Context: an optimization exercise on an open-source flow, tuned for small area. The choices shown serve that exercise and are no tape-out recipe.
Only simulation tests tie the RTL to the original design; equivalence was not proved.
The clock port is modelled as an ideal driver; clocking choices that lean on that would not hold on a real chip.
Power is estimated from default activity; no workload was simulated.

==> job 7284 <==
// counter_and_display
module counter_and_display(clk,rst,SEC_low,SEC_high,MIN_low,MIN_high,HOUR_low,HOUR_high,key0,key1,key2,key3);
input clk;
input rst;
input key0,key1,key2,key3;
output [6:0] SEC_low;
output [6:0] SEC_high;
output [6:0] MIN_low;
output [6:0] MIN_high;
output [6:0] HOUR_low;
output [6:0] HOUR_high;
reg [9:0] pre;
reg [3:0] ks;
reg [3:0] kp;
reg [3:0] s_lo;
reg [2:0] s_hi;
reg [3:0] m_lo;
reg [2:0] m_hi;
reg [5:0] h;
wire [3:0] s_lo_d; wire [2:0] s_hi_d; wire [3:0] m_lo_d; wire [2:0] m_hi_d; wire [5:0] h_d;
wire tc, s9, s5, sc, s_hi_en, m9, m0, m5, mh0, mz, m59, mdn, mup, mcu, mcd, hdn, hup;
wire [9:0] prel = pre ^ 10'd0;
wire [3:0] ksl = ks ^ 4'd0;
wire [3:0] kpl = kp ^ 4'd0;
assign tc = (~pre[0] & ~pre[1] & pre[2] & ~pre[3] & ~pre[4] & pre[5] & ~pre[6] & pre[7] & ~pre[8] & pre[9]);
assign s9 = (s_lo[0] & ~s_lo[1] & ~s_lo[3]);
assign s5 = (~s_hi[0] & ~s_hi[1]);
assign sc = tc & s9 & s5;
assign s_hi_en = tc & s9;
assign m9 = (~m_lo[0] & m_lo[3]);
assign m0 = (~m_lo[2] & m_lo[3]);
assign m5 = (m_hi[0] & ~m_hi[2]);
assign mh0 = (~m_hi[0] & m_hi[1]);
assign mz = m0 & mh0;
assign m59 = m9 & m5;
assign mdn = kpl[1];
assign mup = kpl[0] | sc;
assign hdn = kpl[3] | (~kpl[2] & kpl[1] & mz);
assign hup = ~kpl[3] & (kpl[2] | (mup & m59));
assign mcd = mdn & m0;
assign mcu = ~mdn & mup & m9;
assign s_lo_d[0] = (s_lo[0] & ~tc) | (rst) | (s_lo[0] & ~s_lo[2]) | (~s_lo[0] & s_lo[2] & tc);
  ...
export LEC_CHECK = 0
export ABC_AREA = 1
export CAP_MARGIN = 20
export CORE_MARGIN = 2
export CORE_UTILIZATION = 40
export SLEW_MARGIN = 20
create_clock -name core_clock -period 10.0 [get_ports {clk}]
standard.sh (not shown) runs the stock make flow with config.mk's settings and CLKGATE_MAP_FILE= SYNTH_SCRIPT=/design/flow/synth_recipe.tcl, a recipe that flattens the netlist after the stock synthesis.
==> flow/flow/run.sh <==
#!/bin/bash
set -o pipefail
export BUFFER_PORTS_ARGS="-buffer_cell sky130_fd_sc_hd__buf_1"
export CTS_ARGS="-sink_clustering_enable -repair_clock_nets -dont_use_dummy_load -buf_list {sky130_fd_sc_hd__clkbuf_8}"
bash standard.sh > standard.log 2>&1
==> job 946: changes against job 7284 <==
==> flow/flow/run.sh (replaced) <==
#!/bin/bash
set -o pipefail
export BUFFER_PORTS_ARGS="-buffer_cell sky130_fd_sc_hd__buf_1"
export CLK_TREE_N=4
export CLK_TREE_BUF=sky130_fd_sc_hd__clkbuf_4
export PRE_CTS_TCL=$PWD/flow/clk_tree.tcl
export CTS_ARGS="-clk_nets clk -dont_use_dummy_load -buf_list {sky130_fd_sc_hd__clkbuf_4}"
bash standard.sh > standard.log 2>&1
==> flow/flow/clk_tree.tcl (new file) <==
# Drive the register clock pins from CLK_TREE_N clock buffers (each placed at the
# centre of its group of registers), all fed from the clock port. Runs before
# clock_tree_synthesis, which then finds the clock already buffered.
set block [ord::get_db_block]
set dbu [$block getDbUnitsPerMicron]
set k $::env(CLK_TREE_N)
set pins {}
foreach pin [get_pins -of_objects [get_nets clk]] {
  if {[get_property $pin direction] ne "input"} { continue }
  set inst [[sta::sta_to_db_pin $pin] getInst]
  set bb [$inst getBBox]
  lappend pins [list $pin [expr {([$bb xMin] + [$bb xMax]) / 2.0 / $dbu}] [expr {([$bb yMin] + [$bb yMax]) / 2.0 / $dbu}]]
}
set n [llength $pins]
# k-means on the pin locations, seeded along x
set sorted [lsort -real -index 1 $pins]
set cent {}
for {set i 0} {$i < $k} {incr i} {
  set p [lindex $sorted [expr {int(($i + 0.5) * $n / $k)}]]
  lappend cent [list [lindex $p 1] [lindex $p 2]]
}
for {set iter 0} {$iter < 50} {incr iter} {
  set groups [lrepeat $k {}]
  foreach p $pins {
    set best 0; set bd 1e30
    for {set i 0} {$i < $k} {incr i} {
      set c [lindex $cent $i]
      set d [expr {pow([lindex $p 1] - [lindex $c 0], 2) + pow([lindex $p 2] - [lindex $c 1], 2)}]
      if {$d < $bd} { set bd $d; set best $i }
    }
    lset groups $best [concat [lindex $groups $best] [list $p]]
  }
  set cent {}
  foreach g $groups {
    set sx 0; set sy 0
    foreach p $g { set sx [expr {$sx + [lindex $p 1]}]; set sy [expr {$sy + [lindex $p 2]}] }
    set m [llength $g]
    if {$m == 0} { set m 1 }
    lappend cent [list [expr {$sx / $m}] [expr {$sy / $m}]]
  }
}
set i 0
foreach g $groups c $cent {
  if {[llength $g] == 0} { continue }
  set loads {}
  foreach p $g { lappend loads [lindex $p 0] }
  puts "clk_tree: buffer $i drives [llength $g] clock pins at ($c)"
  insert_buffer -buffer_cell $::env(CLK_TREE_BUF) -net clk -load_pins $loads -location $c -buffer_name clkleaf_buf$i -net_name clknet_leaf$i
  incr i
}
==> job 3082: changes against job 7284 <==
==> flow/flow/run.sh (replaced) <==
#!/bin/bash
# The standard layout (standard.sh: standard synthesis, floorplan, placement,
# routing) with three changes, made through ORFS's own hooks:
#  - the port buffers are the smallest buffer cell (buf_1);
#  - after floorplan, logic cells are swapped for the smallest drive strength of
#    their family (flow/downsize.tcl);
#  - the clock port drives 2 clock buffers, each feeding the registers of one half
#    of the core (flow/clk_tree.tcl, run just before clock tree synthesis, which
#    then finds the clock already buffered).
# Each tool's output goes to standard.log here and to ORFS's logs under orfs/.
set -o pipefail
export BUFFER_PORTS_ARGS="-buffer_cell sky130_fd_sc_hd__buf_1"
export POST_FLOORPLAN_TCL=$PWD/flow/downsize.tcl
export CLK_TREE_N=2
export CLK_TREE_BUF=sky130_fd_sc_hd__clkbuf_8
export PRE_CTS_TCL=$PWD/flow/clk_tree.tcl
export CTS_ARGS="-clk_nets clk -dont_use_dummy_load -buf_list {sky130_fd_sc_hd__clkbuf_8}"
bash standard.sh > standard.log 2>&1
==> flow/flow/clk_tree.tcl (new file) <==
# Drive the register clock pins from CLK_TREE_N clock buffers (each placed at the
# centre of its group of registers), all fed from the clock port. Runs before
# clock_tree_synthesis, which then finds the clock already buffered.
set block [ord::get_db_block]
set dbu [$block getDbUnitsPerMicron]
set k $::env(CLK_TREE_N)
set pins {}
foreach pin [get_pins -of_objects [get_nets clk]] {
  if {[get_property $pin direction] ne "input"} { continue }
  set inst [[sta::sta_to_db_pin $pin] getInst]
  set bb [$inst getBBox]
  lappend pins [list $pin [expr {([$bb xMin] + [$bb xMax]) / 2.0 / $dbu}] [expr {([$bb yMin] + [$bb yMax]) / 2.0 / $dbu}]]
}
set n [llength $pins]
# k-means on the pin locations, seeded along x
set sorted [lsort -real -index 1 $pins]
set cent {}
for {set i 0} {$i < $k} {incr i} {
  set p [lindex $sorted [expr {int(($i + 0.5) * $n / $k)}]]
  lappend cent [list [lindex $p 1] [lindex $p 2]]
}
for {set iter 0} {$iter < 50} {incr iter} {
  set groups [lrepeat $k {}]
  foreach p $pins {
    set best 0; set bd 1e30
    for {set i 0} {$i < $k} {incr i} {
      set c [lindex $cent $i]
      set d [expr {pow([lindex $p 1] - [lindex $c 0], 2) + pow([lindex $p 2] - [lindex $c 1], 2)}]
      if {$d < $bd} { set bd $d; set best $i }
    }
    lset groups $best [concat [lindex $groups $best] [list $p]]
  }
  set cent {}
  foreach g $groups {
    set sx 0; set sy 0
    foreach p $g { set sx [expr {$sx + [lindex $p 1]}]; set sy [expr {$sy + [lindex $p 2]}] }
    set m [llength $g]
    if {$m == 0} { set m 1 }
    lappend cent [list [expr {$sx / $m}] [expr {$sy / $m}]]
  }
}
set i 0
foreach g $groups c $cent {
  if {[llength $g] == 0} { continue }
  set loads {}
  foreach p $g { lappend loads [lindex $p 0] }
  puts "clk_tree: buffer $i drives [llength $g] clock pins at ($c)"
  insert_buffer -buffer_cell $::env(CLK_TREE_BUF) -net clk -load_pins $loads -location $c -buffer_name clkleaf_buf$i -net_name clknet_leaf$i
  incr i
}
==> flow/flow/downsize.tcl (new file) <==
# Swap every logic cell for the smallest cell of its family (same function, other
# drive strength): synthesis upsizes gates for a speed the 10 ns clock does not need.
# Registers, buffers, tie cells and physical cells are left alone.
set block [ord::get_db_block]
set db [ord::get_db]
set area {}
foreach lib [$db getLibs] {
  foreach m [$lib getMasters] {
    set name [$m getName]
    if {[regexp {^(sky130_fd_sc_hd__[a-z0-9]+)_([0-9]+)$} $name -> fam drive]} {
      if {[llength [get_lib_cells -quiet $name]] == 0} { continue }
      if {[get_property [get_lib_cells $name] dont_use]} { continue }
      dict lappend area $fam [list $name [expr {[$m getWidth] * [$m getHeight]}]]
    }
  }
}
set n 0
foreach inst [$block getInsts] {
  set name [[$inst getMaster] getName]
  if {![regexp {^(sky130_fd_sc_hd__([a-z0-9]+))_([0-9]+)$} $name -> fam base drive]} { continue }
  if {[regexp {^(df|sdf|edf|dl|buf|clkbuf|clkdly|dlygate|dlymetal|conb|tap|fill|decap|diode|probe|lpflow|macro|bufbuf|bufinv)} $base]} { continue }
  if {![dict exists $area $fam]} { continue }
  set best [lindex [lsort -integer -index 1 [dict get $area $fam]] 0]
  set cur [expr {[[$inst getMaster] getWidth] * [[$inst getMaster] getHeight]}]
  if {[lindex $best 1] < $cur} {
    replace_cell [$inst getName] [lindex $best 0]
    incr n
  }
}
puts "downsize: $n cells swapped for a smaller drive strength"
==> comparison <==
Against job 946, the global-route usage of job 7284 is higher by 1.2 points.
Critical path depth is the same in job 946 and job 3082.
Cell area: job 7284 > job 946 > job 3082.
In job 946 the clock skew is higher than in job 7284, by 0.012 ns.
Job 3082 completed without violations. Job 946 finished clean. Job 7284 passed the timing, DRC and antenna checks.
In sequential power, job 3082 and job 7284 hardly differ.
Die area is the same in job 946 and job 7284.
==> figures <==
item                                             job 946        job 7284        job 3082
Vias                                               2,027           2,049           2,029
Beginning of the worst hold path                   ks[3]           ks[1]           ks[2]
Post-placement worst setup slack                 6.79 ns         6.79 ns         6.76 ns
DRT iter0 DRCs                                       106             114              96
Outcome                                   finished clean  finished clean  finished clean
Switch Pwr                                       98.8 uW          110 uW         96.8 uW
Worst reg2reg endpoint                              h[3]            h[3]            h[5]
Combinational-cell power consumption             77.7 uW         78.3 uW         74.7 uW
Critical R2R Launch                                kp[1]         m_lo[3]         s_lo[0]
Max incr delay on CP                             0.56 ns         0.53 ns         0.54 ns
Combinational group share of total power           25.4%           22.8%           24.7%
Utilization after layout                           45.1%           45.8%           43.6%
Power of the clock network                       56.9 uW         92.8 uW         56.2 uW

## afterwards: timing with drivers on the ports
The results above use ideal ports. As a check the final layouts listed here were re-extracted and re-timed, cells and wires unchanged.
Step 1 (the two cells are an assumption about what drives the block):
set clk [get_ports {clk}]
set_driving_cell -lib_cell sky130_fd_sc_hd__clkbuf_16 $clk
set_driving_cell -lib_cell sky130_fd_sc_hd__buf_2 [delete_from_list [all_inputs] $clk]
Step 2 adds t to the input delays and takes it off the output delays; t is the mean of the earliest and latest rising clock arrival at the registers after step 1. Input paths then give back, and output paths get back, about the clock's delay inside the block.
Slacks: no drivers / after step 1 / after step 2; pairs: no drivers / after step 1.
run | t, ns | setup slack, ns | worst hold slack (ns) | clock arrival spread, ns
job 7284 | 0.306 | 6.507 / 6.477 / 6.763 | 0.399 / 0.399 / 0.399 | 0.013 / 0.013
job 946 | 0.211 | 6.582 / 6.532 / 6.743 | 0.410 / 0.410 / 0.410 | 0.024 / 0.024
job 3082 | 0.198 | 6.534 / 6.500 / 6.698 | 0.404 / 0.404 / 0.404 | 0.011 / 0.011
After both steps setup and hold are still met in every run listed.
